This is an optimization exercise on Yosys and OpenROAD, whose aim is small area, a short achievable clock period and few clock cycles per item, not a production implementation.
In this exercise RTL edits were held to simulation tests only and were not proved equivalent to the original.
Power figures rest on the tool's default switching activity, not on a simulated workload.

`design/flow/run.sh`:
```
#!/bin/bash
# synth_recipe.tcl (not shown) runs the flow's synth.tcl, then flattens the netlist and writes it again
# the make line also repeats each setting of config.mk as NAME=value (left out here)
make -C /OpenROAD-flow-scripts/flow DESIGN_CONFIG=/design/flow/config.mk WORK_HOME=/design/flow/orfs CLKGATE_MAP_FILE= SYNTH_SCRIPT=/design/flow/synth_recipe.tcl finish
```
`design/flow/config.mk`:
```
export PLATFORM = sky130hd
export DESIGN_NAME = mcalu
export DESIGN_NICKNAME = mcalu
export VERILOG_FILES = /design/flow/design.v
export SDC_FILE = /design/flow/constraint.sdc
export NUM_CORES = 4
export LEC_CHECK = 0
export ABC_AREA = 1
export CAP_MARGIN = 20
export CORE_MARGIN = 2
export CORE_UTILIZATION = 55
export SLEW_MARGIN = 20
```
`design/flow/constraint.sdc`:
```
create_clock -name core_clock -period 20.0 [get_ports {clk}]
set_input_delay 4.0000 -clock core_clock [delete_from_list [all_inputs] [get_ports {clk}]]
set_output_delay 4.0000 -clock core_clock [all_outputs]
set_load 0.01 [all_outputs]
```
`design/flow/design.v`:
```
module mcalu(
  input             clk,
  input             rst,
  input             exers_mcalu_issue,
  input [4:0]       exers_mcalu_op,
  input [6:0]       exers_robid,
  input [5:0]       exers_rd,
  input [31:0]      exers_op1,
  input [31:0]      exers_op2,
  output            mcalu_stall,
  output            mcalu_valid,
  output            mcalu_error,
  output [4:0]      mcalu_ecause,
  output [6:0]      mcalu_robid,
  output [5:0]      mcalu_rd,
  output [31:0]     mcalu_result,
  input             wb_mcalu_stall,
  input             rob_flush);
  localparam ST_EX  = 3'd0;   
  localparam ST_IT  = 3'd1;   
  localparam ST_FIN = 3'd2;   
  localparam ST_C9  = 3'd3;   
  reg        stall_q;
  reg        v_ir;
  reg [4:0]  op;
  reg [6:0]  robid;
  reg [5:0]  rd;
  reg [31:0] A, B;
  reg [3:0]  bx;
  reg [32:0] H;
  reg        x0;
  reg        bs;
  reg [2:0]  st;
  reg [4:0]  cnt;
  reg        nq;
  reg        cin;
  reg [5:0]  lzaq, lzbq;
  reg        bzq;
  reg        v_o;
  reg [31:0] res_o;
  reg [6:0]  robid_o;
  reg [5:0]  rd_o;
  assign mcalu_stall  = stall_q;
  assign mcalu_valid  = v_o;
  assign mcalu_error  = 1'b0;
  assign mcalu_ecause = 5'b0;
  assign mcalu_robid  = robid_o;
  assign mcalu_rd     = rd_o;
  assign mcalu_result = res_o;
  wire kill   = rst | rob_flush;
  function [18:0] decode(input [4:0] o);
    reg md;
    begin
      md = o[4] & o[3];
      decode = {
        ~md & ~o[4] & (o[2:0] == 3'd0),                         
        ~md & ~o[4] & ((o[2:0] == 3'd1) | (o[2:0] == 3'd5)),    
        ~md & ~o[4] & (o[2:0] == 3'd2),                         
        ~md & ~o[4] & (o[2:0] == 3'd3),                         
        ~md & ~o[4] & (o[2:0] == 3'd4) & ~o[3],                 
        ~md & ~o[4] & (o[2:0] == 3'd4) & o[3],                  
        ~md & ~o[4] & (o[2:0] == 3'd6),                         
        ~md & ~o[4] & (o[2:0] == 3'd7),                         
        ~md & o[4] & ~o[0],                                     
        ~md & o[4] & o[0],                                      
        md,                                                     
        md & ~o[2],                                             
        md & o[2],                                              
        ~md & (o[3] | (o[1] & ~o[2])),                          
        ~o[2],                                                  
        o[3] & o[2],                                            
        o[1] ^ o[0],                                            
        ~o[0],                                                  
        md & ~o[2] & (o[1:0] == 2'b00)};                        
    end
  endfunction
  reg [18:0] dq;
  wire c_add  = dq[18];
  wire c_sh   = dq[17];
  wire c_slt  = dq[16];
  wire c_slu  = dq[15];
  wire c_xor  = dq[14];
  wire c_seq  = dq[13];
  wire c_or   = dq[12];
  wire c_and  = dq[11];
  wire c_pf   = dq[10];
  wire c_pc   = dq[9];
  wire is_md  = dq[8];
  wire is_mul = dq[7];
  wire is_div = dq[6];
  wire sub    = dq[5];
  wire sh_left = dq[4];
  wire sh_sra = dq[3];
  wire ma_s   = dq[2];
  wire d_sgn  = dq[1];
  wire m_lo   = dq[0];
  wire s_ex  = (st == ST_EX);
  wire s_it  = (st == ST_IT);
  wire s_fin = (st == ST_FIN);
  wire s_c9  = (st == ST_C9);
  function [31:0] rev32(input [31:0] x);
    integer i;
    begin
      for (i = 0; i < 32; i = i + 1) rev32[i] = x[31-i];
    end
  endfunction
  wire [36:0] asum;
  bkadd #(37) u_asum (.a({5'b0, A}), .b({bx[3], bx, B ^ {32{sub}}}), .ci(cin), .s(asum));
  wire        lt_u = ~asum[32];
  wire        lt_s = (A[31] ^ B[31]) ? A[31] : asum[31];
  wire        sa     = d_sgn & A[31];
  wire        nb     = d_sgn & B[31];
  wire        in_sg  = ~exers_mcalu_op[0];
  wire [5:0]  lza_in, lzb_in;
  lzs32 u_lza (.x(exers_op1), .sg(in_sg), .n(lza_in));
  lzs32 u_lzb (.x(exers_op2), .sg(in_sg), .n(lzb_in));
  wire        b_zero = bzq;
  wire [6:0]  kc     = {1'b0, lzbq} - {1'b0, lzaq} + {6'b0, sa};
  wire        early  = kc[6] | bzq;
  wire [4:0]  kcl    = kc[5] ? 5'd31 : kc[4:0];
  wire [31:0] sx_lo   = is_div ? (B ^ {32{~nb}}) : (sh_left ? A : rev32(A));
  wire        sh_fill = is_div ? ~nb : (sh_sra & A[31]);
  wire [4:0]  sh_amt  = is_div ? kcl : B[4:0];
  reg  [35:0] sh_out;
  integer si;
  always @(*) begin
    sh_out = {{4{is_div}}, sx_lo};
    for (si = 0; si < 5; si = si + 1)
      if (sh_amt[si]) sh_out = (sh_out << (1 << si)) | ((36'd1 << (1 << si)) - 36'd1) & {36{sh_fill}};
  end
  wire [31:0] sh_res = sh_left ? sh_out[31:0] : rev32(sh_out[31:0]);
  wire [31:0] px = A & ~B;
  reg  [31:0] pseen;
  integer pi;
  always @(*) begin
    pseen[0] = 1'b0;
    for (pi = 1; pi < 32; pi = pi + 1) pseen[pi] = pseen[pi-1] | px[pi-1];
  end
  wire [31:0] pm = px & ~pseen;
  reg  [4:0]  pidx;
  integer pj;
  always @(*) begin
    pidx = 5'd0;
    for (pj = 0; pj < 32; pj = pj + 1)
      pidx = pidx | ({5{pm[pj]}} & pj[4:0]);
  end
  wire        ma_sgn = ma_s & A[31];
  wire [40:0] m1 = {{9{ma_sgn}}, A};
  wire [40:0] m2 = {m1[39:0], 1'b0};
  function [2:0] booth(input [2:0] m);
    booth = {(m[2] & ~m[1] & ~m[0]) | (~m[2] & m[1] & m[0]), m[1] ^ m[0], m[2]};
  endfunction
  function [11:0] booth4(input [8:0] m);
    booth4 = {booth(m[8:6]), booth(m[6:4]), booth(m[4:2]), booth(m[2:0])};
  endfunction
  reg  [11:0] bsel;
  wire [40:0] pp0 = (({41{bsel[1]}}  & m1) | ({41{bsel[2]}}  & m2)) ^ {41{bsel[0]}};
  wire [40:0] pp1 = (({41{bsel[4]}}  & m1) | ({41{bsel[5]}}  & m2)) ^ {41{bsel[3]}};
  wire [40:0] pp2 = (({41{bsel[7]}}  & m1) | ({41{bsel[8]}}  & m2)) ^ {41{bsel[6]}};
  wire [40:0] pp3 = (({41{bsel[10]}} & m1) | ({41{bsel[11]}} & m2)) ^ {41{bsel[9]}};
  wire [40:0] hx  = {{8{H[32]}}, H};
  wire [40:0] nv  = {34'b0, bsel[9], 1'b0, bsel[6], 1'b0, bsel[3], 1'b0, bsel[0]};
  wire [40:0] msum = hx + pp0 + {pp1[38:0], 2'b0} + {pp2[36:0], 4'b0} + {pp3[34:0], 6'b0} + nv;
  wire        need9 = op[1] & bs;
  wire [31:0] mlo_n = {msum[7:0], B[31:8]};
  wire        q1   = ~asum[36];
  wire [31:0] r1   = q1 ? asum[31:0] : A;
  wire [31:0] qn   = {H[30:0], q1};
  wire [31:0] xsel    = (is_div & op[1]) ? A : (m_lo ? B : H[31:0]);
  wire [31:0] neg_in  = s_fin ? xsel : A;
  wire        neg_do  = s_fin ? (is_div & nq) : sa;
  wire [31:0] early_res = op[1] ? A : (b_zero ? {{31{~sa}}, 1'b1} : 32'b0);
  wire [31:0] neg_out = (neg_in ^ {32{neg_do}}) + {31'b0, neg_do};
  wire fin_mul = is_mul & ((s_ex & (cnt == 5'd3) & ~need9) | s_c9 | s_fin);
  wire fin_div = is_div & ((s_ex & early) | (s_it & (cnt == 5'd0) & ~nq) | s_fin);
  wire fin     = v_ir & (~is_md | fin_mul | fin_div);
  wire nq_set  = op[1] ? sa : (sa ^ nb);
  wire fc_mul  = is_mul & ((s_ex & (((cnt == 5'd2) & ~need9) | (cnt == 5'd3))) | s_c9 | s_fin);
  wire fc_div  = is_div & ((s_ex & (early | ((kcl == 5'd0) & ~nq_set))) |
                           (s_it & (((cnt == 5'd1) & ~nq) | (cnt == 5'd0))) | s_fin);
  wire fc      = ~is_md | fc_mul | fc_div;
  wire blocked = v_o & wb_mcalu_stall;
  wire or_free = ~blocked;
  wire produce = fin & or_free;
  wire c_fin = is_md & s_fin;
  wire c_ear = is_div & s_ex;
  wire c_dr  = is_div & s_it & op[1];
  wire c_dq  = is_div & s_it & ~op[1];
  wire c_c9  = is_mul & s_c9;
  wire c_ml  = m_lo & s_ex;
  wire c_mh  = is_mul & ~m_lo & s_ex;
  wire [31:0] res_src =
      ({32{c_add}} & asum[31:0]) |
      ({32{c_sh}}  & sh_res) |
      {31'b0, (c_slt & lt_s) | (c_slu & lt_u) | (c_seq & (A == B))} |
      ({32{c_xor}} & (A ^ B)) |
      ({32{c_or}}  & (A | B)) |
      ({32{c_and}} & (A & B)) |
      ({32{c_pf}}  & {~|px, 26'b0, pidx}) |
      ({32{c_pc}}  & (A ^ pm)) |
      ({32{c_fin}} & neg_out) |
      ({32{c_ear}} & early_res) |
      ({32{c_dr}}  & r1) |
      ({32{c_dq}}  & qn) |
      ({32{c_c9}}  & msum[31:0]) |
      ({32{c_ml}}  & mlo_n) |
      ({32{c_mh}}  & msum[39:8]);
  wire md_in   = exers_mcalu_op[4] & exers_mcalu_op[3];
  wire stall_n = ~kill & (stall_q ? (blocked | (~fin & ~fc))
                                  : (exers_mcalu_issue & (md_in | v_ir | blocked)));
  wire v_ir_n  = ~kill & (stall_q ? ~produce : exers_mcalu_issue);
  wire v_o_n   = ~kill & (produce | blocked);
  always @(posedge clk) begin
    stall_q <= stall_n;
    v_ir    <= v_ir_n;
    v_o     <= v_o_n;
    if (~stall_q) begin
      op    <= exers_mcalu_op;
      dq    <= decode(exers_mcalu_op);
      bx    <= 4'b0;
      cin   <= ~md_in & (exers_mcalu_op[3] | (exers_mcalu_op[1] & ~exers_mcalu_op[2]));
      lzaq  <= lza_in;
      lzbq  <= lzb_in;
      bzq   <= ~|exers_op2;
      robid <= exers_robid;
      rd    <= exers_rd;
      A     <= exers_op1;
      B     <= exers_op2;
      bs    <= exers_op2[31];
      st    <= ST_EX;
      cnt   <= 5'd0;
      H     <= 33'b0;
      x0    <= 1'b0;
      bsel  <= booth4({exers_op2[7:0], 1'b0});
    end else if (is_mul) begin
      if (s_ex) begin
        H   <= msum[40:8];
        B   <= mlo_n;
        x0  <= B[3];
        bsel <= booth4((cnt == 5'd3) ? 9'b000000001 : B[15:7]);
        cnt <= cnt + 5'd1;
        if (cnt == 5'd3) st <= need9 ? ST_C9 : ST_FIN;
      end
    end else if (is_div) begin
      if (s_ex) begin
        A    <= neg_out;
        H    <= {1'b0, {32{b_zero}}};
        cin  <= ~nb;
        nq   <= nq_set;
        {bx, B} <= sh_out;
        cnt  <= kcl;
        st   <= early ? ST_FIN : ST_IT;
      end else if (s_it) begin
        A   <= r1;
        {bx, B} <= {bx[3], bx, B[31:1]};
        H   <= {1'b0, qn};
        cnt <= cnt - 5'd1;
        if (cnt == 5'd0) st <= ST_FIN;
      end
    end
    if (or_free) begin
      res_o   <= res_src;
      robid_o <= robid;
      rd_o    <= rd;
    end
  end
endmodule
module bkadd #(parameter W = 32) (
  input  [W-1:0] a,
  input  [W-1:0] b,
  input          ci,
  output [W-1:0] s);
  localparam L = $clog2(W);
  wire [W-1:0] g0 = a & b;
  wire [W-1:0] p0 = a ^ b;
  reg  [W-1:0] G, P;
  integer i, d;
  always @(*) begin
    G = g0;
    P = p0;
    G[0] = g0[0] | (p0[0] & ci);
    for (d = 1; d < W; d = d * 2)
      for (i = 2*d - 1; i < W; i = i + 2*d) begin
        G[i] = G[i] | (P[i] & G[i-d]);
        P[i] = P[i] & P[i-d];
      end
    for (d = (1 << (L-1)); d >= 1; d = d / 2)
      for (i = 3*d - 1; i < W; i = i + 2*d) begin
        G[i] = G[i] | (P[i] & G[i-d]);
        P[i] = P[i] & P[i-d];
      end
  end
  assign s = p0 ^ {G[W-2:0], ci};
endmodule
module lzc32 (
  input  [31:0] x,
  output [5:0]  n);
  wire [7:0] nz;
  wire [15:0] pz;
  genvar i;
  generate
    for (i = 0; i < 8; i = i + 1) begin : nib
      wire [3:0] v = x[4*i+3:4*i];
      assign nz[i] = |v;
      assign pz[2*i+1:2*i] = v[3] ? 2'd0 : v[2] ? 2'd1 : v[1] ? 2'd2 : 2'd3;
    end
  endgenerate
  wire [2:0] ln = nz[7] ? 3'd0 : nz[6] ? 3'd1 : nz[5] ? 3'd2 : nz[4] ? 3'd3 :
                  nz[3] ? 3'd4 : nz[2] ? 3'd5 : nz[1] ? 3'd6 : 3'd7;
  wire [1:0] pl = nz[7] ? pz[15:14] : nz[6] ? pz[13:12] : nz[5] ? pz[11:10] :
                  nz[4] ? pz[9:8] : nz[3] ? pz[7:6] : nz[2] ? pz[5:4] :
                  nz[1] ? pz[3:2] : pz[1:0];
  assign n = (|nz) ? {1'b0, ln, pl} : 6'd32;
endmodule
module lzs32 (
  input  [31:0] x,
  input         sg,
  output [5:0]  n);
  wire [5:0] nzc, noc;
  lzc32 u_z (.x(x), .n(nzc));
  lzc32 u_o (.x(~x), .n(noc));
  assign n = (sg & x[31]) ? noc : nzc;
endmodule
```
==> flow_metrics.py, run 1 <==
metrics = {
    "detailed_routing": {
        "ant_nets": 0,
        "post_drt_wl_per_cell_um": 31.5,
        "drcViolationCount": 0,
        "firstDrtPassIters": 12,
        "vias": 36600,
        "first_iter_violations": 7138,
        "drt_wl_total_mm": 167,
        "avgViaCountPerCell": 6.92,
    },
    "logic_synthesis": {
        "async_flop_share_pct": 0,
        "syn_inst": 4498,
        "syn_area_um2": 31100,
        "synth_edf_count": 170,
        "synth-seq-cells": 217,
        "ys_seq_area_share_pct": 19.5,
        "synth_ff_type": "edfxtp_1",
        "avgSynthCellArea_um2": 6.90,
        "ys_warn_count": 2,
        "synth_area_leader_cell": "edfxtp_1",
        "synth_top_cell_area_share_pct": 16.4,
        "ys_top_cells_by_area": "edfxtp_1, nand2_1, ha_1, fa_1, inv_1",
        "ys_types": 68,
    },
    "placed_design": {
        "hpwl_mm": 125,
        "port_buffers": 133,
        "gp_congestion": 1.13,
        "placed_area_um2": 32900,
        "dp.cells": 5217,
    },
    "run_status": {
        "status": "complete, no violations",
    },
    "timing": {
        "fin_crit_ps": 6770,
        "finalSetupTns_ps": 0,
        "skew_ps": 38.1,
        "drv_slew": 0,
        "relSlewSlack_pct": 3.66,
        "hold_viol_final": 0,
        "setup_violations": 0,
        "rsz0062_at_grt": "no",
        "tightest_slew_ps": 1430,
        "period_share_pct": 33.8,
        "hold_slack_ps": 418,
        "fmax_ghz": 0.148,
    },
    "die": {
        "rows": 87,
        "core_area_um2": 56100,
        "die-area_um2": 58400,
        "dieWidth_um": 242,
        "fp.dieH_um": 242,
        "io_pins": 140,
        "initial_core_util_pct": 55.4,
    },
    "clock_tree": {
        "path_clk_slew_ps": 60,
        "cts_setup_buffers": 0,
        "htreeDepth": 1,
        "cts_resized": 0,
        "cts_buffer_depth": 3,
        "clock-sinks": 217,
        "cts_buffers": 27,
        "cts-root-buf": "clkbuf_16",
        "cts_tree": "built",
        "clk_latency_ps": 610,
        "ctsHoldBuffers": 0,
    },
    "worst_setup_path": {
        "setup.worst_path.end_class": "flip-flop",
        "rr_worst_depth": 20,
        "path_class": "reg -> reg",
        "worst_ep_arrival_time_ps": 7080,
        "ff2ff_setup_slack_ps": 13230,
        "crit_chain": "inv_1, o22ai_1, xor2_1, fa_1, inv_1, fa_1, inv_1, fa_1, ha_1, nand3_1, nand3_1, nand3_1, nand2_1, a21oi_1, o21ai_0, xnor2_1, o21ai_0, a211oi_1, o21a_1, nand3_1",
        "cp_top_family": "compound AO/OA/AOI/OAI gates",
        "cpMaxStageDelayCell": "a211oi_1",
        "cp-start-kind": "flip-flop",
        "cp_slowest_stage_delay_ps": 750,
        "timing.rr.end": "res_o[19]",
        "crit_path_frequent_cell": "nand3_1",
        "r2r-start": "A[2]",
        "worst_ep_required_time_ps": 20310,
        "cp_max_fo": 14,
        "crit_buf_inv": 3,
    },
    "run": {
        "drv_cap": 0,
    },
    "cells_and_area": {
        "finalNonFillerCells": 5290,
        "nNetsFinal": 4936,
        "register_area_um2": 6050,
        "layout_common_cells": "nand2_1, inv_1, nand3_1",
        "final_common_cell": "nand2_1",
        "syn2layout_area_growth_pct": 9.11,
        "drive_gt1_share_pct": 4.83,
        "nFillCells": 5433,
        "post-route-cell-area_um2": 33900,
        "multiInputGateArea_um2": 21800,
    },
    "worst_hold_path": {
        "hp-start": "robid[5]",
        "hold_class": "reg -> reg",
        "min_path_cells": 0,
        "min_to": "robid_o[5]",
    },
    "global_route": {
        "grt_pass1_wl_mm": 235,
        "overflow": 0,
        "antenna_found_initial": 20,
        "grt_max_degree": 74,
        "grt_pass1_vias": 33300,
        "gr-usage-all-layers_pct": 55.4,
    },
    "power_and_ir_drop": {
        "total_power_mw": 5.63,
        "cellLeakagePower_nw": 15.0,
        "ir_worst_vdd_mv": 0.215,
        "p_per_area_nw_per_um2": 166,
    },
}
[cell type report]
class | instances | share of cell area [%]
diodes | 20 | 0.148
clock buffers | 33 | 2.09
clock inverters | 17 | 0.454
inverters | 568 | 6.31
multi-input cells | 3459 | 64.5
flip-flops and latches | 217 | 17.8
well taps | 756 | 2.79
repair buffers | 220 | 5.88
[through the flow]
| stage | worst slack [ps] | util, % |
|---|---|---|
| CTS | 13700 | 60.3 |
| global placement | 13550 | 58.7 |
| floorplan | 14380 | - |
| global route | 13140 | 60.4 |
| detailed placement | 13550 | 58.7 |
| finish | 13230 | 60.4 |
[routing by layer]
metal | up-vias | global-route usage (%) | routed length (um) | part of all wire (%)
met4 | 14 | 45.4 | 18300 | 11
met5 | - | 1.55 | 218 | 0.13
met1 | 16700 | 65.7 | 56300 | 34
met3 | 1048 | 26.8 | 28500 | 17
met2 | 3532 | 75.1 | 63300 | 38
li1 | 15300 | - | - | -
[cell families after synthesis]
group | share of synthesized area [%]
other cells | 0.0121
xor+xnor | 8.09
buf+inv | 10.4
fa+ha+maj | 17.4
flops | 19.5
simple gates | 24.8
compound gates | 19.9
[cell usage after synthesis, types with 13 or more instances]
| cell type | count |
|---|---|
| nor2_1 | 272 |
| o211ai_1 | 82 |
| ha_1 | 231 |
| a21oi_1 | 250 |
| a211oi_1 | 18 |
| a221oi_1 | 26 |
| nand4_1 | 42 |
| nand3b_1 | 13 |
| buf_2 | 24 |
| o22ai_1 | 158 |
| nor3_1 | 56 |
| xnor2_1 | 52 |
| nor4_1 | 21 |
| clkbuf_1 | 189 |
| xor2_1 | 218 |
| dfxtp_1 | 47 |
| edfxtp_1 | 170 |
| nand2_1 | 917 |
| o221ai_1 | 29 |
| nand3_1 | 395 |
| o21ai_0 | 356 |
| buf_1 | 30 |
| or2_2 | 18 |
| o21ai_1 | 28 |
| inv_1 | 553 |
| fa_1 | 125 |
[worst max path at each step]
stage | start | to | slack [ps] | depth (start not counted)
after CTS | A[14] | res_o[19] | 13700 | 18
after detailed placement | exers_op2[6] | lzbq[1] | 13550 | 13
after floorplan | exers_op2[6] | lzbq[0] | 14380 | 13
final | A[2] | res_o[19] | 13230 | 20
after global routing | A[14] | res_o[21] | 13140 | 21
after global placement | exers_op2[7] | lzbq[1] | 13550 | 13
[flip-flops by register name, summed over array words and instances (netlist names), 2 cells and up]
signal,flops
st,2
B,32
res_o,32
A,32
bx,4
robid_o,7
dq,19
rd_o,6
cnt,5
rd,6
lzaq,6
robid,7
H,33
bsel,12
lzbq,6
[power by group]
group / switching, mW / total [mW] / internal, mW
registers: 0.0598 / 0.623 / 0.563
clock network: 0.225 / 0.503 / 0.278
logic: 3.21 / 4.51 / 1.29
total: 3.50 / 5.63 / 2.13
Testbench counts, summed over its fixed seeds: cycles 11,809, items 3,200.
==> inputs of run 2 (changes only) <==
--- a/design/flow/config.mk
+++ b/design/flow/config.mk
@@ -8,5 +8,6 @@
 export ABC_AREA = 1
 export CAP_MARGIN = 20
 export CORE_MARGIN = 2
-export CORE_UTILIZATION = 55
+export CORE_UTILIZATION = 40
+export GPL_ROUTABILITY_DRIVEN = 0
 export SLEW_MARGIN = 20
==> flow_metrics.py, run 2 <==
metrics = {
    "global_route": {
        "grt_pass1_wl_mm": 230,
        "antenna_found_initial": 28,
        "gr-usage-all-layers_pct": 39.8,
        "grt_max_degree": 74,
        "grt_pass1_vias": 33000,
        "overflow": 0,
    },
    "detailed_routing": {
        "first_iter_violations": 6284,
        "drt_wl_total_mm": 161,
        "firstDrtPassIters": 14,
        "post_drt_wl_per_cell_um": 28.9,
        "avgViaCountPerCell": 6.42,
        "drcViolationCount": 0,
        "ant_nets": 0,
        "vias": 35700,
    },
    "placed_design": {
        "port_buffers": 133,
        "hpwl_mm": 119,
    },
    "run_status": {
        "status": "complete, no violations",
    },
    "die": {
        "core_area_um2": 77200,
        "dieWidth_um": 283,
        "die-area_um2": 79900,
        "rows": 102,
        "io_pins": 140,
        "initial_core_util_pct": 40.2,
        "fp.dieH_um": 283,
    },
    "timing": {
        "hold_slack_ps": 420,
        "drv_slew": 0,
        "hold_viol_final": 0,
        "tightest_slew_ps": 1240,
        "skew_ps": 23.9,
        "fin_crit_ps": 6720,
        "setup_violations": 0,
        "period_share_pct": 33.6,
        "fmax_ghz": 0.149,
        "rsz0062_at_grt": "no",
        "relSlewSlack_pct": 16.6,
        "finalSetupTns_ps": 0,
    },
    "cells_and_area": {
        "largest_reg_flops": 33,
        "fin_util_pct": 44.4,
        "regMostFlops": "H",
        "syn2layout_area_growth_pct": 10.5,
        "layout_common_cells": "nand2_1, inv_1, nand3_1",
        "drive_gt1_share_pct": 4.73,
        "nNetsFinal": 4924,
        "final_common_cell": "nand2_1",
    },
    "logic_synthesis": {
        "ys_types": 68,
        "synth_top_cell_area_share_pct": 16.4,
        "ys_seq_area_share_pct": 19.5,
        "yosysMostFrequentCell": "nand2_1",
        "synth-seq-cells": 217,
        "async_flop_share_pct": 0,
        "syn_area_um2": 31100,
        "synth_ff_type": "edfxtp_1",
        "ys_top_cells_by_count": "nand2_1, inv_1, nand3_1",
        "synth_edf_count": 170,
        "ys_top_cells_by_area": "edfxtp_1, nand2_1, ha_1, fa_1, inv_1",
        "synth_area_leader_cell": "edfxtp_1",
        "ys_warn_count": 2,
        "avgSynthCellArea_um2": 6.90,
        "syn_inst": 4498,
    },
    "worst_setup_path": {
        "crit_chain": "inv_1, fa_1, inv_1, fa_1, nand3_1, nand2_1, nand3_1, nand2_1, nand3_1, nand2_1, nand3_1, nand3_1, a21oi_1, o21ai_0, fa_1, xnor2_1, o21ai_0, a2111oi_0, o211a_1, nand3_1, nor2_1, nand2_1",
        "crit_buf_inv": 2,
        "cp_slowest_stage_delay_ps": 740,
        "cp-start-kind": "flip-flop",
        "worst_ep_arrival_time_ps": 7070,
        "crit_path_frequent_cell": "nand3_1",
        "cp_top_family": "compound AO/OA/AOI/OAI gates",
        "cp_max_fo": 10,
        "worst_ep_required_time_ps": 20350,
        "path_class": "reg -> reg",
        "cpMaxStageDelayCell": "xnor2_1",
        "setup.worst_path.end_class": "flip-flop",
    },
    "clock_tree": {
        "cts_buffers": 28,
        "cts_setup_buffers": 0,
        "cts-root-buf": "clkbuf_16",
        "path_clk_slew_ps": 60,
        "cts_tree": "built",
        "cts_resized": 0,
        "cts_buffer_depth": 3,
        "htreeDepth": 1,
        "clk_latency_ps": 620,
        "clock-sinks": 217,
        "ctsHoldBuffers": 0,
    },
    "power_and_ir_drop": {
        "p_per_area_nw_per_um2": 167,
        "ir_worst_vdd_mv": 0.174,
        "cellLeakagePower_nw": 15.0,
    },
    "worst_hold_path": {
        "hold_class": "reg -> reg",
    },
    "run": {
        "drv_cap": 0,
    },
}
==> run 2: power by group <==
group,total [mW],internal (mW),switching [mW]
sequential,0.629,0.564,0.0651
combinational,4.51,1.28,3.23
clock,0.572,0.336,0.236
total,5.71,2.18,3.53
==> run 2: layout make-up <==
| type | count | area, um2 |
|---|---|---|
| Multi-Input combinational cell | 3459 | 21900 |
| Inverter | 568 | 2140 |
| Antenna cell | 14 | 35.0 |
| Tap cell | 1040 | 1300 |
| Clock buffer | 37 | 808 |
| Clock inverter | 15 | 194 |
| Sequential cell | 217 | 6050 |
| Timing Repair Buffer | 207 | 1900 |
| Fill cell | 8073 | 42900 |
==> run 2: cell families (layout without fill, tap and decap cells) <==
kind of cell / Yosys count / count (layout) / share of synthesized area, %
simple gates: 1777 / 1777 / 24.8
compound gates: 1041 / 1041 / 19.9
buf+inv: 827 / 827 / 10.4
fa+ha+maj: 356 / 356 / 17.4
xor+xnor: 279 / 279 / 8.09
flops: 217 / 217 / 19.5
other cells: 1 / 20 / 0.0121
==> run 2: path summary, 6_finish.rpt <==
path              start        end  slack, ps  depth (start not counted)
setup / recovery   A[0]  res_o[29]      13280                         22
hold / removal    rd[0]    rd_o[0]        420                          0
setup reg to reg   A[0]  res_o[29]      13280                         22
hold reg to reg   rd[0]    rd_o[0]        420                          0
==> run 2: metrics by stage <==
stage / power (mW) / setup WS (ps) / instance area (um2) / std cells
6_report: 5.71 / 13280 / 34300 / 5557
5_1_grt: 5.93 / 13240 / 34300 / 5543
4_1_cts: 5.36 / 13780 / 34200 / 5539
3_5_place_dp: 4.76 / 13590 / 33200 / 5487
3_3_place_gp: 4.76 / 13590 / 33200 / 5487
2_1_floorplan: 3.15 / 14380 / 31100 / 4503
==> run 2: layer usage <==
layer / GRT usage [%] / share of wire (%) / vias up
li1: - / - / 15300
met1: 46.3 / 35 / 16500
met2: 54.6 / 38 / 2916
met3: 21.4 / 16 / 930
met4: 29.7 / 10 / 28
met5: 0.488 / 0.15 / -
==> inputs of run 3 (changes only) <==
--- a/design/flow/config.mk
+++ b/design/flow/config.mk
@@ -9,5 +9,4 @@
 export CAP_MARGIN = 20
 export CORE_MARGIN = 2
 export CORE_UTILIZATION = 40
-export GPL_ROUTABILITY_DRIVEN = 0
 export SLEW_MARGIN = 20
==> flow_metrics.py, run 3 <==
metrics = {
    "run_status": {
        "status": "complete, no violations",
    },
    "logic_synthesis": {
        "ys_seq_area_share_pct": 19.5,
        "synth-seq-cells": 217,
        "syn_inst": 4498,
        "ys_types": 68,
        "synth_top_cell_area_share_pct": 16.4,
        "synth_ff_type": "edfxtp_1",
        "synth_area_leader_cell": "edfxtp_1",
        "syn_area_um2": 31100,
        "avgSynthCellArea_um2": 6.90,
        "async_flop_share_pct": 0,
        "synth_edf_count": 170,
        "ys_top_cells_by_area": "edfxtp_1, nand2_1, ha_1, fa_1, inv_1",
        "yosysMostFrequentCell": "nand2_1",
        "ys_top_cells_by_count": "nand2_1, inv_1, nand3_1",
        "ys_warn_count": 2,
    },
    "die": {
        "dieWidth_um": 283,
        "rows": 102,
        "initial_core_util_pct": 40.2,
        "fp.dieH_um": 283,
        "core_area_um2": 77200,
        "io_pins": 140,
        "die-area_um2": 79900,
    },
    "worst_setup_path": {
        "cp_top_family": "adder cells",
        "timing.rr.end": "res_o[22]",
        "cp_max_fo": 15,
        "cpMaxStageDelayCell": "edfxtp_1",
        "path_class": "reg -> reg",
        "worst_ep_arrival_time_ps": 6850,
        "rr_worst_depth": 19,
        "cp-start-kind": "flip-flop",
        "r2r-start": "A[7]",
        "cp_slowest_stage_delay_ps": 860,
        "worst_ep_required_time_ps": 20330,
        "ff2ff_setup_slack_ps": 13480,
        "crit_chain": "inv_1, o22ai_1, xor2_1, fa_1, inv_1, fa_1, inv_1, fa_1, ha_1, nand2_1, o21ai_0, a21oi_1, o21ai_0, nand4_1, nand2_1, xor2_1, nor2_1, nor3_1, nand3_1",
        "setup.worst_path.end_class": "flip-flop",
        "crit_buf_inv": 3,
    },
    "clock_tree": {
        "htreeDepth": 1,
        "cts_tree": "built",
        "cts_resized": 0,
        "cts_setup_buffers": 0,
        "cts-root-buf": "clkbuf_16",
        "cts_buffer_depth": 3,
        "clock-sinks": 217,
        "ctsHoldBuffers": 0,
        "path_clk_slew_ps": 60,
        "cts_buffers": 31,
        "clk_latency_ps": 650,
    },
    "timing": {
        "setup_violations": 0,
        "hold_viol_final": 0,
        "skew_ps": 34.1,
        "finalSetupTns_ps": 0,
        "rsz0062_at_grt": "no",
        "drv_slew": 0,
        "tightest_slew_ps": 1330,
        "fmax_ghz": 0.153,
        "relSlewSlack_pct": 11.0,
        "period_share_pct": 32.6,
        "hold_slack_ps": 419,
        "fin_crit_ps": 6520,
    },
    "cells_and_area": {
        "syn2layout_area_growth_pct": 11.1,
        "drive_gt1_share_pct": 5.42,
        "nNetsFinal": 4959,
        "final_common_cell": "nand2_1",
        "largest_reg_flops": 33,
        "regMostFlops": "H",
        "nFillCells": 8237,
        "fin_util_pct": 44.7,
        "layout_common_cells": "nand2_1, inv_1, nand3_1",
    },
    "worst_hold_path": {
        "hp-start": "robid[2]",
        "min_to": "robid_o[2]",
        "hold_class": "reg -> reg",
        "min_path_cells": 0,
    },
    "power_and_ir_drop": {
        "ir_worst_vdd_mv": 0.168,
        "cellLeakagePower_nw": 15.2,
        "p_per_area_nw_per_um2": 169,
    },
    "detailed_routing": {
        "ant_nets": 0,
        "drcViolationCount": 0,
        "post_drt_wl_per_cell_um": 33.0,
        "drt_wl_total_mm": 185,
        "vias": 35500,
        "avgViaCountPerCell": 6.34,
        "firstDrtPassIters": 7,
        "first_iter_violations": 4759,
    },
    "global_route": {
        "grt_max_degree": 65,
        "grt_pass1_wl_mm": 255,
        "antenna_found_initial": 11,
        "grt_pass1_vias": 33100,
        "gr-usage-all-layers_pct": 45.5,
        "overflow": 0,
    },
    "run": {
        "drv_cap": 0,
    },
    "placed_design": {
        "hpwl_mm": 143,
        "gp_congestion": 1.08,
        "port_buffers": 133,
    },
}
==> run 3: cell counts after synthesis <==
No cell type changed its count.
==> run 3: metrics by stage <==
stage	instances	instance area, um2	setup slack [ps]	power [mW]
6_report	5593	34500	13480	5.84
5_1_grt	5580	34500	13350	6.07
4_1_cts	5579	34400	13740	5.61
3_5_place_dp	5522	33400	13530	5.02
3_3_place_gp	5522	33400	13550	5.02
2_1_floorplan	4503	31100	14380	3.15
==> run 3: worst max-delay path by stage <==
| stage | start | end | slack [ps] | cells past startpoint |
|---|---|---|---|---|
| after floorplan | exers_op2[6] | lzbq[0] | 14380 | 13 |
| after detailed placement | exers_op2[7] | lzbq[0] | 13530 | 14 |
| after global placement | exers_op2[7] | lzbq[0] | 13550 | 14 |
| after CTS | A[14] | res_o[29] | 13740 | 20 |
| final | A[7] | res_o[22] | 13480 | 19 |
| after global routing | A[14] | res_o[29] | 13350 | 20 |
==> run 3: power breakdown <==
part	total, mW	leakage, nW	internal [mW]	switching, mW
sequential	0.621	2.22	0.563	0.0576
clock	0.569	0.481	0.311	0.257
combinational	4.65	12.5	1.32	3.32
total	5.84	15.2	2.20	3.64
==> run 3: layer usage <==
metal  vias to the layer above  routed length [um]  part of all wire, %  track usage (%)
met2                      2446               76400                   41             66.9
met1                     17100               70500                   38             56.6
met5                         -                  57                0.031                0
met3                       646               20200                   11             11.7
li1                      15300                   -                    -                -
met4                         8               17600                  9.5             35.6
==> run 3: final cells by class <==
class | count | area, um2 | share of cell area [%]
Multi-Input combinational cell | 3459 | 21900 | 63.4
Clock inverter | 22 | 199 | 0.577
Timing Repair Buffer | 239 | 2130 | 6.17
Inverter | 568 | 2140 | 6.20
Tap cell | 1040 | 1300 | 3.77
Clock buffer | 35 | 791 | 2.29
Antenna cell | 13 | 32.5 | 0.0943
Sequential cell | 217 | 6050 | 17.5
==> run 3: kinds of logic after synthesis <==
| kind of cell | Yosys count | share of synthesized area, % |
|---|---|---|
| compound gates | 1041 | 19.9 |
| xor+xnor | 279 | 8.09 |
| fa+ha+maj | 356 | 17.4 |
| buf+inv | 827 | 10.4 |
| flops | 217 | 19.5 |
| other cells | 1 | 0.0121 |
| simple gates | 1777 | 24.8 |
==> inputs of run 4 (changes only) <==
--- a/design/flow/design.v
+++ b/design/flow/design.v
@@ -26,6 +26,7 @@
   reg [6:0]  robid;
   reg [5:0]  rd;
   reg [31:0] A, B;
+  reg [31:0] M;       
   reg [3:0]  bx;
   reg [32:0] H;
   reg        x0;
@@ -144,8 +145,8 @@
     for (pj = 0; pj < 32; pj = pj + 1)
       pidx = pidx | ({5{pm[pj]}} & pj[4:0]);
   end
-  wire        ma_sgn = ma_s & A[31];
-  wire [40:0] m1 = {{9{ma_sgn}}, A};
+  wire        ma_sgn = ma_s & M[31];
+  wire [40:0] m1 = {{9{ma_sgn}}, M};
   wire [40:0] m2 = {m1[39:0], 1'b0};
   function [2:0] booth(input [2:0] m);
     booth = {(m[2] & ~m[1] & ~m[0]) | (~m[2] & m[1] & m[0]), m[1] ^ m[0], m[2]};
@@ -225,6 +226,7 @@
       robid <= exers_robid;
       rd    <= exers_rd;
       A     <= exers_op1;
+      M     <= exers_op1;
       B     <= exers_op2;
       bs    <= exers_op2[31];
       st    <= ST_EX;
==> flow_metrics.py, run 4 <==
metrics = {
    "cells_and_area": {
        "regMostFlops": "H",
        "drive_gt1_share_pct": 4.76,
        "largest_reg_flops": 33,
        "syn2layout_area_growth_pct": 10.7,
        "layout_common_cells": "nand2_1, inv_1, nand3_1",
        "nNetsFinal": 5025,
        "post-route-cell-area_um2": 35700,
        "final_common_cell": "nand2_1",
        "fin_util_pct": 44.6,
        "finalNonFillerCells": 5672,
    },
    "die": {
        "core_area_um2": 80200,
        "die-area_um2": 83000,
        "initial_core_util_pct": 40.3,
        "rows": 104,
        "io_pins": 140,
        "fp.dieH_um": 288,
        "dieWidth_um": 288,
    },
    "clock_tree": {
        "cts_buffers": 34,
        "cts_tree": "built",
        "cts-root-buf": "clkbuf_16",
        "cts_buffer_depth": 3,
        "cts_setup_buffers": 0,
        "clock-sinks": 249,
        "path_clk_slew_ps": 60,
        "clk_latency_ps": 590,
        "htreeDepth": 2,
        "cts_resized": 0,
        "ctsHoldBuffers": 0,
    },
    "run": {
        "drv_cap": 0,
    },
    "power_and_ir_drop": {
        "cellLeakagePower_nw": 15.6,
        "total_power_mw": 5.66,
        "p_per_area_nw_per_um2": 158,
        "ir_worst_vdd_mv": 0.196,
    },
    "timing": {
        "fmax_ghz": 0.158,
        "relSlewSlack_pct": 13.2,
        "period_share_pct": 31.6,
        "tightest_slew_ps": 1290,
        "skew_ps": 34.6,
        "fin_crit_ps": 6320,
        "finalSetupTns_ps": 0,
        "drv_slew": 0,
        "rsz0062_at_grt": "no",
        "hold_slack_ps": 414,
        "hold_viol_final": 0,
        "fin_ws_ps": 13680,
        "setup_violations": 0,
    },
    "detailed_routing": {
        "firstDrtPassIters": 7,
        "vias": 35300,
        "first_iter_violations": 5187,
        "drcViolationCount": 0,
        "avgViaCountPerCell": 6.23,
        "drt_wl_total_mm": 171,
        "post_drt_wl_per_cell_um": 30.2,
        "ant_nets": 0,
    },
    "global_route": {
        "antenna_found_initial": 17,
        "overflow": 0,
        "gr-usage-all-layers_pct": 40.5,
        "grt_max_degree": 67,
        "grt_pass1_wl_mm": 240,
        "grt_pass1_vias": 32900,
    },
    "logic_synthesis": {
        "avgSynthCellArea_um2": 7.08,
        "async_flop_share_pct": 0,
        "ys_types": 72,
        "syn_area_um2": 32300,
        "ys_top_cells_by_area": "edfxtp_1, nand2_1, ha_1, fa_1, inv_1",
        "synth_edf_count": 202,
        "synth_area_leader_cell": "edfxtp_1",
        "synth-seq-cells": 249,
        "syn_inst": 4559,
        "synth_ff_type": "edfxtp_1",
        "yosysMostFrequentCell": "nand2_1",
        "ys_warn_count": 2,
        "ys_top_cells_by_count": "nand2_1, inv_1, nand3_1",
        "ys_seq_area_share_pct": 21.7,
        "synth_top_cell_area_share_pct": 18.8,
    },
    "worst_setup_path": {
        "cp-start-kind": "flip-flop",
        "cpMaxStageDelayCell": "xnor2_1",
        "cp.depth": 22,
        "worst_ep_required_time_ps": 20280,
        "crit_chain": "inv_1, buf_4, o22ai_1, xor2_1, fa_1, inv_1, fa_1, inv_1, fa_1, ha_1, nand3_1, nand3_1, a21oi_1, inv_1, nand2_1, nand2_1, xnor2_1, nor2_1, a211oi_1, o211ai_1, nor2_1, nand2_1",
        "rr_worst_depth": 22,
        "crit_path_frequent_cell": "inv_1",
        "cp_top_family": "adder cells",
        "worst_ep_arrival_time_ps": 6600,
        "path_class": "reg -> reg",
        "crit_buf_inv": 5,
        "setup.worst_path.end_class": "flip-flop",
        "cp_max_fo": 32,
        "cp_slowest_stage_delay_ps": 760,
    },
    "placed_design": {
        "placed_area_um2": 34600,
        "dp.cells": 5606,
        "gp_congestion": 1.08,
        "port_buffers": 133,
        "post-place-ws_ps": 13520,
        "hpwl_mm": 134,
    },
    "worst_hold_path": {
        "min_path_cells": 0,
        "hold_class": "reg -> reg",
    },
    "run_status": {
        "status": "complete, no violations",
    },
}
run 4: changes by cell type in the layout (fill, tap and decap cells not counted), sizes merged, moves of 8 or more:
cell / before / now
a21oi: 250 / 292
buf: 106 / 87
edfxtp: 170 / 202
inv: 566 / 586
nand2: 927 / 916
nor2: 284 / 308
nor4: 22 / 14
o2111ai: 11 / 22
o211ai: 82 / 98
o21ai: 390 / 345
o22ai: 158 / 147
xor2: 220 / 229
run 4: cell type report:
type	instances	area [um2]
inverter	591	2220
multi-input combinational	3486	22100
fill	8450	44400
antenna	7	17.5
clock buffer	40	925
tap	1060	1330
timing repair buffer	220	1980
clock inverter	19	146
sequential	249	7010
run 4: final timing paths:
kind / start / endpoint / slack, ps
setup / recovery: bsel[4] / res_o[14] / 13680
hold / removal: rd[0] / rd_o[0] / 410
setup reg to reg: bsel[4] / res_o[14] / 13680
hold reg to reg: rd[0] / rd_o[0] / 410
run 4: logic make-up after synthesis:
group,share of synthesized area [%]
flops,21.7
simple gates,23.4
xor+xnor,8.33
buf+inv,10.1
other cells,0.0116
fa+ha+maj,16.7
compound gates,19.8
run 4: metal layers:
layer | vias up | GRT usage, % | share of wire, %
met2 | 2420 | 58.3 | 41
li1 | 15600 | - | -
met5 | - | 0 | 0.085
met4 | 22 | 26.9 | 8.0
met1 | 16700 | 51.5 | 39
met3 | 600 | 13.1 | 12
run 4: report_power, final:
group          internal (mW)  switching, mW  total, mW  leakage [nW]
logic                   1.23           3.11       4.33          12.6
registers              0.643         0.0650      0.708          2.55
clock network          0.345          0.268      0.613         0.519
total                   2.21           3.44       5.66          15.6
Testbench counts of run 4, summed over its fixed seeds: cycles 11,809, items 3,200.
==> inputs of run 5 (changes only) <==
--- a/design/flow/design.v
+++ b/design/flow/design.v
@@ -26,7 +26,6 @@
   reg [6:0]  robid;
   reg [5:0]  rd;
   reg [31:0] A, B;
-  reg [31:0] M;       
   reg [3:0]  bx;
   reg [32:0] H;
   reg        x0;
@@ -36,6 +35,7 @@
   reg        nq;
   reg        cin;
   reg [5:0]  lzaq, lzbq;
+  reg        paq, pbq;
   reg        bzq;
   reg        v_o;
   reg [31:0] res_o;
@@ -115,8 +115,10 @@
   wire [5:0]  lza_in, lzb_in;
   lzs32 u_lza (.x(exers_op1), .sg(in_sg), .n(lza_in));
   lzs32 u_lzb (.x(exers_op2), .sg(in_sg), .n(lzb_in));
+  wire        pa_in  = in_sg & exers_op1[31] & ~|(~exers_op1[31:1] & exers_op1[30:0]);
+  wire        pb_in  = in_sg & exers_op2[31] & ~|(~exers_op2[31:1] & exers_op2[30:0]);
   wire        b_zero = bzq;
-  wire [6:0]  kc     = {1'b0, lzbq} - {1'b0, lzaq} + {6'b0, sa};
+  wire [6:0]  kc     = {1'b0, lzbq} - {1'b0, lzaq} + {6'b0, paq} - {6'b0, pbq};
   wire        early  = kc[6] | bzq;
   wire [4:0]  kcl    = kc[5] ? 5'd31 : kc[4:0];
   wire [31:0] sx_lo   = is_div ? (B ^ {32{~nb}}) : (sh_left ? A : rev32(A));
@@ -145,8 +147,8 @@
     for (pj = 0; pj < 32; pj = pj + 1)
       pidx = pidx | ({5{pm[pj]}} & pj[4:0]);
   end
-  wire        ma_sgn = ma_s & M[31];
-  wire [40:0] m1 = {{9{ma_sgn}}, M};
+  wire        ma_sgn = ma_s & A[31];
+  wire [40:0] m1 = {{9{ma_sgn}}, A};
   wire [40:0] m2 = {m1[39:0], 1'b0};
   function [2:0] booth(input [2:0] m);
     booth = {(m[2] & ~m[1] & ~m[0]) | (~m[2] & m[1] & m[0]), m[1] ^ m[0], m[2]};
@@ -221,12 +223,13 @@
       bx    <= 4'b0;
       cin   <= ~md_in & (exers_mcalu_op[3] | (exers_mcalu_op[1] & ~exers_mcalu_op[2]));
       lzaq  <= lza_in;
+      paq   <= pa_in;
+      pbq   <= pb_in;
       lzbq  <= lzb_in;
       bzq   <= ~|exers_op2;
       robid <= exers_robid;
       rd    <= exers_rd;
       A     <= exers_op1;
-      M     <= exers_op1;
       B     <= exers_op2;
       bs    <= exers_op2[31];
       st    <= ST_EX;
==> flow_metrics.py, run 5 <==
metrics = {
    "logic_synthesis": {
        "synth_top_family_by_area": "simple AND/OR/NAND/NOR gates",
        "synthSimpleGateAreaFrac_pct": 25.0,
        "synth_top_cell_area_share_pct": 16.4,
        "ys_top_cells_by_area": "edfxtp_1, nand2_1, ha_1, fa_1, nand3_1",
        "yosys.area_share.adder_pct": 17.3,
        "syn_area_um2": 31500,
        "avgSynthCellArea_um2": 6.81,
        "ys_top_cells_by_count": "nand2_1, inv_1, nand3_1",
        "synth_edf_count": 172,
        "yosysMostFrequentCell": "nand2_1",
        "synth_ff_type": "edfxtp_1",
        "async_flop_share_pct": 0,
        "ys_types": 64,
        "syn_inst": 4626,
        "synth-seq-cells": 219,
        "synth.area.mux_share_pct": 0,
        "synth_compound_area_share_pct": 20.0,
        "ys_seq_area_share_pct": 19.4,
        "ys_warn_count": 2,
        "synth-xor-area-share_pct": 7.81,
        "synth_area_leader_cell": "edfxtp_1",
    },
    "cells_and_area": {
        "regMostFlops": "H",
        "drive_gt1_share_pct": 4.38,
        "syn2layout_area_growth_pct": 10.8,
        "layout_common_cells": "nand2_1, inv_1, nand3_1",
        "largest_reg_flops": 33,
        "final_common_cell": "nand2_1",
        "nNetsFinal": 5085,
    },
    "clock_tree": {
        "cts_setup_buffers": 0,
        "cts_resized": 0,
        "ctsHoldBuffers": 0,
        "cts_tree": "built",
        "clk_latency_ps": 640,
        "cts-root-buf": "clkbuf_16",
        "clock-sinks": 219,
        "path_clk_slew_ps": 60,
        "cts_buffer_depth": 3,
        "cts_buffers": 28,
        "htreeDepth": 1,
    },
    "die": {
        "initial_core_util_pct": 40.5,
        "io_pins": 140,
        "core_area_um2": 77700,
        "rows": 102,
        "fp.dieH_um": 285,
        "die-area_um2": 81000,
        "dieWidth_um": 285,
    },
    "global_route": {
        "grt_pass1_wl_mm": 252,
        "gr-usage-all-layers_pct": 43.4,
        "grt_pass1_vias": 33700,
        "grt_max_degree": 72,
        "overflow": 0,
        "antenna_found_initial": 10,
    },
    "placed_design": {
        "hpwl_mm": 141,
        "gp_congestion": 1.08,
        "port_buffers": 133,
    },
    "timing": {
        "rsz0062_at_grt": "no",
        "hold_slack_ps": 419,
        "hold_viol_final": 0,
        "skew_ps": 29.4,
        "fin_crit_ps": 6580,
        "finalSetupTns_ps": 0,
        "period_share_pct": 32.9,
        "tightest_slew_ps": 1230,
        "relSlewSlack_pct": 17.5,
        "fmax_ghz": 0.152,
        "drv_slew": 0,
        "setup_violations": 0,
    },
    "worst_setup_path": {
        "critPathLaunch": "pbq",
        "cp-start-kind": "flip-flop",
        "r2r-start": "pbq",
        "cp_max_fo": 35,
        "worst_ep_required_time_ps": 20430,
        "worst_ep_arrival_time_ps": 7010,
        "path_class": "reg -> reg",
        "setup.worst_path.end_class": "flip-flop",
    },
    "detailed_routing": {
        "firstDrtPassIters": 9,
        "avgViaCountPerCell": 6.37,
        "vias": 36400,
        "drt_wl_total_mm": 182,
        "ant_nets": 0,
        "post_drt_wl_per_cell_um": 31.8,
        "first_iter_violations": 5953,
        "drcViolationCount": 0,
    },
    "run": {
        "drv_cap": 0,
    },
    "run_status": {
        "status": "complete, no violations",
    },
    "power_and_ir_drop": {
        "cellLeakagePower_nw": 15.3,
        "ir_worst_vdd_mv": 0.155,
        "p_per_area_nw_per_um2": 156,
    },
    "worst_hold_path": {
        "hold_class": "reg -> reg",
        "hp-start": "rd[2]",
    },
}
[run 5: path summary, 6_finish.rpt]
kind	end	cells past startpoint	slack [ps]
setup / recovery	res_o[18]	21	13420
hold / removal	rd_o[2]	0	420
setup reg to reg	res_o[18]	21	13420
hold reg to reg	rd_o[2]	0	420
[run 5: layout make-up]
| cell class | count | area [um2] |
|---|---|---|
| diodes | 5 | 12.5 |
| clock buffers | 39 | 752 |
| clock inverters | 13 | 199 |
| fillers | 8233 | 42800 |
| inverters | 596 | 2240 |
| multi-input cells | 3558 | 22200 |
| flip-flops and latches | 219 | 6110 |
| well taps | 1040 | 1300 |
| repair buffers | 236 | 2110 |
[run 5: layer usage]
layer  vias to the layer above  GRT usage (%)  wire, um
met5                         -              0        83
met4                        12           31.0     16000
met3                       622           12.6     23000
met2                      2653           62.8     74700
met1                     17400           55.0     67700
li1                      15700              -         -
[run 5: where the power goes]
group	total, mW	switching (mW)	leakage [nW]	internal, mW
Sequential	0.621	0.0559	2.24	0.566
Clock	0.550	0.235	0.458	0.316
Combinational	4.28	3.06	12.6	1.22
[run 5: per-stage QoR]
step,total power [mW],area [um2],cells,utilization (%),setup WS (ps)
5_1_grt,5.68,34900,5701,44.9,13230
4_1_cts,5.25,34900,5700,44.9,13610
3_5_place_dp,4.68,33900,5648,43.7,13450
6_report,5.45,34900,5706,44.9,13420
2_1_floorplan,3.01,31500,4631,-,14510
3_3_place_gp,4.68,33900,5648,43.7,13460
[run 5: kinds of logic after synthesis]
group | Yosys count
adder cells (fa/ha/maj) | 359
AND/OR/NAND/NOR | 1829
buffers and inverters | 854
other | 1
flip-flops | 219
AO/OA/AOI/OAI | 1084
XOR/XNOR | 280
[run 5: worst max-delay path, cell delays in order, from the launching register on]
cell      delay [ps]
edfxtp_1         470
inv_1             80
fa_1             380
fa_1             440
ha_1             230
fa_1             470
nand3_1          120
nand2_1           60
nand2_1          110
nand4_1          390
nand2_1          170
buf_4            380
clkinv_1         580
buf_8            360
nand3_1          110
nand3_1          100
and2_1           180
o21ai_0          410
nand2_1          190
nand3_1          110
nand3_1          600
nand4_1          380
Testbench counts of run 5, summed over its fixed seeds: cycles 11,639, items 3,200.
==> inputs of run 6 (changes only) <==
--- a/design/flow/config.mk
+++ b/design/flow/config.mk
@@ -9,4 +9,5 @@
 export CAP_MARGIN = 20
 export CORE_MARGIN = 2
 export CORE_UTILIZATION = 40
+export GPL_ROUTABILITY_DRIVEN = 0
 export SLEW_MARGIN = 20
==> flow_metrics.py, run 6 <==
metrics = {
    "cells_and_area": {
        "nNetsFinal": 5072,
        "syn2layout_area_growth_pct": 10.6,
        "drive_gt1_share_pct": 4.37,
        "layout_common_cells": "nand2_1, inv_1, nand3_1",
        "largest_reg_flops": 33,
        "final_common_cell": "nand2_1",
        "register_area_um2": 6110,
        "multiInputGateArea_um2": 22200,
        "regMostFlops": "H",
        "nFillCells": 8151,
    },
    "detailed_routing": {
        "wl_met3_mm": 27.6,
        "drt_wl_total_mm": 167,
        "wl_met2_mm": 63.6,
        "maxUsedRoutingLayer": "met5",
        "ant_nets": 0,
        "firstDrtPassIters": 12,
        "vias": 36400,
        "post_drt_wl_per_cell_um": 29.2,
        "wl_met1_mm": 58.6,
        "avgViaCountPerCell": 6.39,
        "first_iter_violations": 6407,
        "drcViolationCount": 0,
    },
    "timing": {
        "relSlewSlack_pct": 8.23,
        "skew_ps": 15.9,
        "fmax_ghz": 0.146,
        "period_share_pct": 34.3,
        "rsz0062_at_grt": "no",
        "hold_slack_ps": 420,
        "tightest_slew_ps": 1360,
        "fin_crit_ps": 6860,
        "finalSetupTns_ps": 0,
        "drv_slew": 0,
        "hold_viol_final": 0,
        "setup_violations": 0,
    },
    "global_route": {
        "overflow": 0,
        "grt_pass1_wl_mm": 234,
        "antenna_found_initial": 28,
        "grt_max_degree": 66,
        "gr-usage-all-layers_pct": 39.8,
        "grt_pass1_vias": 33200,
    },
    "die": {
        "rows": 102,
        "io_pins": 140,
        "fp.dieH_um": 285,
        "die-area_um2": 81000,
        "initial_core_util_pct": 40.5,
        "dieWidth_um": 285,
        "core_area_um2": 77700,
    },
    "worst_hold_path": {
        "hold_class": "reg -> reg",
        "min_path_cells": 0,
    },
    "run": {
        "drv_cap": 0,
    },
    "power_and_ir_drop": {
        "p_per_area_nw_per_um2": 156,
        "ir_worst_vdd_mv": 0.185,
        "total_power_mw": 5.45,
        "cellLeakagePower_nw": 15.3,
    },
    "run_status": {
        "status": "complete, no violations",
    },
    "worst_setup_path": {
        "ff2ff_setup_slack_ps": 13140,
        "crit_end": "res_o[20]",
        "path_class": "reg -> reg",
        "worst_ep_arrival_time_ps": 7150,
        "cp_max_fo": 13,
        "critPathLaunch": "A[5]",
        "cp-start-kind": "flip-flop",
        "r2r-start": "A[5]",
        "worst_ep_required_time_ps": 20290,
        "rr_worst_depth": 24,
        "timing.rr.end": "res_o[20]",
        "setup.worst_path.end_class": "flip-flop",
    },
    "clock_tree": {
        "cts_setup_buffers": 0,
        "cts_resized": 0,
        "clk_latency_ps": 620,
        "ctsHoldBuffers": 0,
        "htreeDepth": 1,
        "cts_buffer_depth": 3,
        "cts-root-buf": "clkbuf_16",
        "cts_buffers": 26,
        "path_clk_slew_ps": 60,
        "clock-sinks": 219,
        "cts_tree": "built",
    },
    "logic_synthesis": {
        "synth_top_cell_area_share_pct": 16.4,
        "synth-seq-cells": 219,
        "ys_top_cells_by_area": "edfxtp_1, nand2_1, ha_1, fa_1, nand3_1",
        "synth_area_leader_cell": "edfxtp_1",
        "ys_seq_area_share_pct": 19.4,
        "async_flop_share_pct": 0,
        "syn_area_um2": 31500,
        "yosysMostFrequentCell": "nand2_1",
        "syn_inst": 4626,
        "avgSynthCellArea_um2": 6.81,
        "ys_types": 64,
        "synth_ff_type": "edfxtp_1",
        "ys_top_cells_by_count": "nand2_1, inv_1, nand3_1",
        "ys_warn_count": 2,
        "synth_edf_count": 172,
    },
    "placed_design": {
        "hpwl_mm": 122,
        "port_buffers": 133,
    },
}
run 6: cell families after synthesis:
group / count (synthesis) / synth area share, %
AND/OR/NAND/NOR: 1829 / 25.0
AO/OA/AOI/OAI: 1084 / 20.0
buffers and inverters: 854 / 10.4
adder cells (fa/ha/maj): 359 / 17.3
XOR/XNOR: 280 / 7.81
flip-flops: 219 / 19.4
other: 1 / 0.0119
run 6: how the worst min path moves through the flow:
stage / start / end / slack (ps)
after CTS: rd[1] / rd_o[1] / 420
after detailed placement: rd[1] / rd_o[1] / 410
after global routing: robid[2] / robid_o[2] / 430
final: rd[1] / rd_o[1] / 420
after global placement: rd[1] / rd_o[1] / 400
after floorplan: rd[0] / rd_o[0] / 400
run 6: metrics by stage:
stage | cell area, um2 | cells | utilization, % | setup WS [ps]
after floorplan | 31500 | 4631 | - | 14510
after global placement | 33800 | 5629 | 43.5 | 13510
after detailed placement | 33800 | 5629 | 43.5 | 13550
after CTS | 34700 | 5677 | 44.6 | 13760
after global routing | 34800 | 5686 | 44.8 | 13070
final | 34900 | 5706 | 44.9 | 13140
run 6: report_power, final:
part	leakage, nW	total, mW	switching (mW)	internal, mW
registers	2.24	0.627	0.0611	0.566
logic	12.6	4.30	3.08	1.22
clock network	0.455	0.523	0.222	0.302
total	15.3	5.45	3.36	2.09
run 6: metal layers:
layer | GRT usage, % | vias to the layer above
met2 | 53.8 | 2919
li1 | - | 15700
met1 | 46.7 | 16900
met4 | 29.8 | 28
met5 | 1.25 | -
met3 | 21.9 | 841
run 6: layout make-up:
type                       count  area share, %
antenna                       20          0.144
clock buffer                  33           2.13
clock inverter                15          0.492
inverter                     596           6.42
multi-input combinational   3558           63.7
sequential                   219           17.5
tap                         1040           3.73
timing repair buffer         225           5.87
run 6: worst max-delay path: stages, from the launching register on:
cell and delay [ps]:
edfxtp_1 560, inv_1 590, o22ai_1 210, xor2_1 200, fa_1 520, inv_1 50
fa_1 470, inv_1 50, fa_1 430, ha_1 420, nand3_1 120, nand3_1 140
nand2_1 80, nand2_1 70, a21oi_1 150, o21ai_0 520, nand2_1 160, nand2_1 130
nand2_1 60, nand2_1 210, o211ai_1 120, a21oi_1 220, nand3_1 100, nor2_1 690
nand3_1 250
==> inputs of run 7 (changes only) <==
--- a/design/flow/design.v
+++ b/design/flow/design.v
@@ -35,7 +35,6 @@
   reg        nq;
   reg        cin;
   reg [5:0]  lzaq, lzbq;
-  reg        paq, pbq;
   reg        bzq;
   reg        v_o;
   reg [31:0] res_o;
@@ -115,15 +114,13 @@
   wire [5:0]  lza_in, lzb_in;
   lzs32 u_lza (.x(exers_op1), .sg(in_sg), .n(lza_in));
   lzs32 u_lzb (.x(exers_op2), .sg(in_sg), .n(lzb_in));
-  wire        pa_in  = in_sg & exers_op1[31] & ~|(~exers_op1[31:1] & exers_op1[30:0]);
-  wire        pb_in  = in_sg & exers_op2[31] & ~|(~exers_op2[31:1] & exers_op2[30:0]);
   wire        b_zero = bzq;
-  wire [6:0]  kc     = {1'b0, lzbq} - {1'b0, lzaq} + {6'b0, paq} - {6'b0, pbq};
+  wire [6:0]  kc     = {1'b0, lzbq} - {1'b0, lzaq} + {6'b0, sa};
   wire        early  = kc[6] | bzq;
   wire [4:0]  kcl    = kc[5] ? 5'd31 : kc[4:0];
   wire [31:0] sx_lo   = is_div ? (B ^ {32{~nb}}) : (sh_left ? A : rev32(A));
   wire        sh_fill = is_div ? ~nb : (sh_sra & A[31]);
-  wire [4:0]  sh_amt  = is_div ? kcl : B[4:0];
+  wire [4:0]  sh_amt  = is_div ? (kcl | 5'd1) : B[4:0];
   reg  [35:0] sh_out;
   integer si;
   always @(*) begin
@@ -168,7 +165,16 @@
   wire [31:0] mlo_n = {msum[7:0], B[31:8]};
   wire        q1   = ~asum[36];
   wire [31:0] r1   = q1 ? asum[31:0] : A;
-  wire [31:0] qn   = {H[30:0], q1};
+  wire [36:0] e1   = {bx[3], bx[3], bx, B[31:1]};
+  wire [36:0] t2a, t2b;
+  bkadd #(37) u_t2a (.a({5'b0, A}), .b(e1), .ci(cin), .s(t2a));
+  wire [36:0] e0   = {bx[3], bx, B};
+  wire [36:0] c3s  = {5'b0, A} ^ e0 ^ e1;
+  wire [36:0] c3c  = {({4'b0, A[31:0]} & e0[35:0]) | ({4'b0, A[31:0]} & e1[35:0]) | (e0[35:0] & e1[35:0]), cin};
+  bkadd #(37) u_t2b (.a(c3s), .b(c3c), .ci(cin), .s(t2b));
+  wire        q2   = q1 ? ~t2b[36] : ~t2a[36];
+  wire [31:0] r2   = q1 ? (q2 ? t2b[31:0] : asum[31:0]) : (q2 ? t2a[31:0] : A);
+  wire [31:0] qn   = {H[29:0], q1, q2};
   wire [31:0] xsel    = (is_div & op[1]) ? A : (m_lo ? B : H[31:0]);
   wire [31:0] neg_in  = s_fin ? xsel : A;
   wire        neg_do  = s_fin ? (is_div & nq) : sa;
@@ -179,7 +185,7 @@
   wire fin     = v_ir & (~is_md | fin_mul | fin_div);
   wire nq_set  = op[1] ? sa : (sa ^ nb);
   wire fc_mul  = is_mul & ((s_ex & (((cnt == 5'd2) & ~need9) | (cnt == 5'd3))) | s_c9 | s_fin);
-  wire fc_div  = is_div & ((s_ex & (early | ((kcl == 5'd0) & ~nq_set))) |
+  wire fc_div  = is_div & ((s_ex & (early | ((kcl[4:1] == 4'd0) & ~nq_set))) |
                            (s_it & (((cnt == 5'd1) & ~nq) | (cnt == 5'd0))) | s_fin);
   wire fc      = ~is_md | fc_mul | fc_div;
   wire blocked = v_o & wb_mcalu_stall;
@@ -203,7 +209,7 @@
       ({32{c_pc}}  & (A ^ pm)) |
       ({32{c_fin}} & neg_out) |
       ({32{c_ear}} & early_res) |
-      ({32{c_dr}}  & r1) |
+      ({32{c_dr}}  & r2) |
       ({32{c_dq}}  & qn) |
       ({32{c_c9}}  & msum[31:0]) |
       ({32{c_ml}}  & mlo_n) |
@@ -223,8 +229,6 @@
       bx    <= 4'b0;
       cin   <= ~md_in & (exers_mcalu_op[3] | (exers_mcalu_op[1] & ~exers_mcalu_op[2]));
       lzaq  <= lza_in;
-      paq   <= pa_in;
-      pbq   <= pb_in;
       lzbq  <= lzb_in;
       bzq   <= ~|exers_op2;
       robid <= exers_robid;
@@ -253,11 +257,11 @@
         cin  <= ~nb;
         nq   <= nq_set;
         {bx, B} <= sh_out;
-        cnt  <= kcl;
+        cnt  <= {1'b0, kcl[4:1]};
         st   <= early ? ST_FIN : ST_IT;
       end else if (s_it) begin
-        A   <= r1;
-        {bx, B} <= {bx[3], bx, B[31:1]};
+        A   <= r2;
+        {bx, B} <= {bx[3], bx[3], bx, B[31:2]};
         H   <= {1'b0, qn};
         cnt <= cnt - 5'd1;
         if (cnt == 5'd0) st <= ST_FIN;
--- a/design/flow/config.mk
+++ b/design/flow/config.mk
@@ -9,5 +9,4 @@
 export CAP_MARGIN = 20
 export CORE_MARGIN = 2
 export CORE_UTILIZATION = 40
-export GPL_ROUTABILITY_DRIVEN = 0
 export SLEW_MARGIN = 20
==> flow_metrics.py, run 7 <==
metrics = {
    "timing": {
        "skew_ps": 25.0,
        "relSlewSlack_pct": 18.4,
        "fin_crit_ps": 6940,
        "hold_viol_final": 0,
        "drv_slew": 0,
        "fmax_ghz": 0.144,
        "period_share_pct": 34.7,
    },
    "cells_and_area": {
        "nNetsFinal": 5827,
        "largest_reg_flops": 33,
        "final_common_cell": "nand2_1",
        "syn2layout_area_growth_pct": 10.5,
    },
    "clock_tree": {
        "cts_setup_buffers": 0,
        "ctsHoldBuffers": 0,
        "cts_tree": "built",
        "cts_resized": 0,
    },
    "worst_setup_path": {
        "r2r-start": "A[2]",
        "cp-start-kind": "flip-flop",
        "setup.worst_path.end_class": "flip-flop",
        "worst_ep_required_time_ps": 20290,
        "critPathLaunch": "A[2]",
        "path_class": "reg -> reg",
    },
    "logic_synthesis": {
        "ys_top_cells_by_count": "nand2_1, inv_1, nand3_1",
        "synth-seq-cells": 217,
        "yosysMostFrequentCell": "nand2_1",
        "async_flop_share_pct": 0,
        "syn_area_um2": 35500,
        "ys_top_cells_by_area": "edfxtp_1, nand2_1, fa_1, ha_1, nand3_1",
        "ys_seq_area_share_pct": 17.0,
        "synth_edf_count": 170,
    },
    "die": {
        "initial_core_util_pct": 40.3,
        "io_pins": 140,
        "die-area_um2": 91200,
        "fp.dieH_um": 302,
        "dieWidth_um": 302,
    },
    "placed_design": {
        "hpwl_mm": 153,
        "gp_congestion": 1.10,
    },
    "detailed_routing": {
        "avgViaCountPerCell": 6.25,
        "drcViolationCount": 0,
        "vias": 40300,
        "firstDrtPassIters": 8,
    },
    "power_and_ir_drop": {
        "p_per_area_nw_per_um2": 159,
        "ir_worst_vdd_mv": 0.291,
        "total_power_mw": 6.25,
    },
    "worst_hold_path": {
        "hp-start": "robid[2]",
        "hold_class": "reg -> reg",
        "min_to": "robid_o[2]",
    },
    "run_status": {
        "status": "complete, no violations",
    },
    "global_route": {
        "grt_max_degree": 78,
    },
    "run": {
        "drv_cap": 0,
    },
}
-- run 7: cell types whose count changed after synthesis, moves of 16 or more --
| cell | change |
|---|---|
| nand2_1 | +401 |
| ha_1 | +64 |
| fa_1 | +63 |
| o21ai_0 | -56 |
| a21oi_1 | +47 |
| nand3_1 | +40 |
| o22ai_1 | -27 |
| xnor2_1 | +25 |
| a21o_1 | +23 |
| inv_1 | +20 |
| a31o_2 | +16 |
-- run 7: kinds of logic (layout without fill, tap and decap cells) --
group,count (synthesis),count (layout),synth area share (%)
AO/OA/AOI/OAI,1093,1093,18.1
XOR/XNOR,299,299,7.37
adder cells (fa/ha/maj),486,486,21.1
buffers and inverters,896,929,9.70
flip-flops,217,217,17.0
multiplexers,1,1,0.0282
other,1,15,0.0106
AND/OR/NAND/NOR,2247,2247,26.7
-- run 7: how the worst max path moves through the flow --
stage / endpoint / slack, ps / cells after the start
floorplan: stall_q / 14430 / 4
global placement: lzbq[0] / 13220 / 18
finish: res_o[17] / 13060 / 18
global route: res_o[11] / 13040 / 18
detailed placement: lzbq[0] / 13260 / 18
CTS: res_o[17] / 13380 / 18
-- run 7: critical path: stages, from the launching register on --
cell,delay (ps)
edfxtp_1,710
inv_1,500
o22ai_1,320
xor2_1,210
fa_1,460
fa_1,380
ha_1,310
ha_1,320
fa_1,570
nand3_1,120
nand3_1,230
a21oi_1,420
inv_1,110
nand3_1,90
o2111ai_1,150
xor2_1,570
o21bai_1,280
a21oi_1,510
nand3_1,310
-- run 7: where the power goes --
| group | total (mW) | internal, mW | switching [mW] |
|---|---|---|---|
| sequential | 0.611 | 0.562 | 0.0494 |
| clock | 0.592 | 0.339 | 0.252 |
| combinational | 5.05 | 1.36 | 3.69 |
| total | 6.25 | 2.26 | 3.99 |
-- run 7: per-stage QoR --
| step | hold WS, ps | std cells | area (um2) | util, % | worst slack (ps) |
|---|---|---|---|---|---|
| 3_3_place_gp | 401 | 6386 | 38200 | 43.3 | 13220 |
| 4_1_cts | 415 | 6443 | 39200 | 44.5 | 13380 |
| 3_5_place_dp | 405 | 6387 | 38200 | 43.3 | 13260 |
| 5_1_grt | 425 | 6443 | 39200 | 44.5 | 13040 |
| 2_1_floorplan | 400 | 5245 | 35600 | - | 14430 |
| 6_report | 417 | 6452 | 39300 | 44.5 | 13060 |
-- run 7: routing by layer --
metal	vias up	share of wire [%]	GRT usage [%]
met5	-	0.058	0
met4	12	7.7	26.7
met3	639	13	12.9
met2	2798	41	61.3
met1	19200	39	54.9
li1	17600	-	-
-- run 7: area by class of cell --
class                   count  area [um2]  share of cell area, %
clock buffers              36         803                   2.05
clock inverters            20         241                  0.615
inverters                 622        2340                   5.95
well taps                1165        1460                   3.71
flip-flops and latches    217        6050                   15.4
repair buffers            251        2220                   5.67
diodes                      9        22.5                 0.0574
multi-input cells        4132       26100                   66.6
Testbench counts of run 7, summed over its fixed seeds: cycles 9,844, items 3,200.

Re-timed with assumed drivers on the ports (clkbuf_16 on the clock, buf_2 on other inputs), run 7 has 13.057 ns of setup slack against 13.057 ns with ideal ports, and 13.057 ns once port delays also move by the mid clock arrival of 0.699 ns.
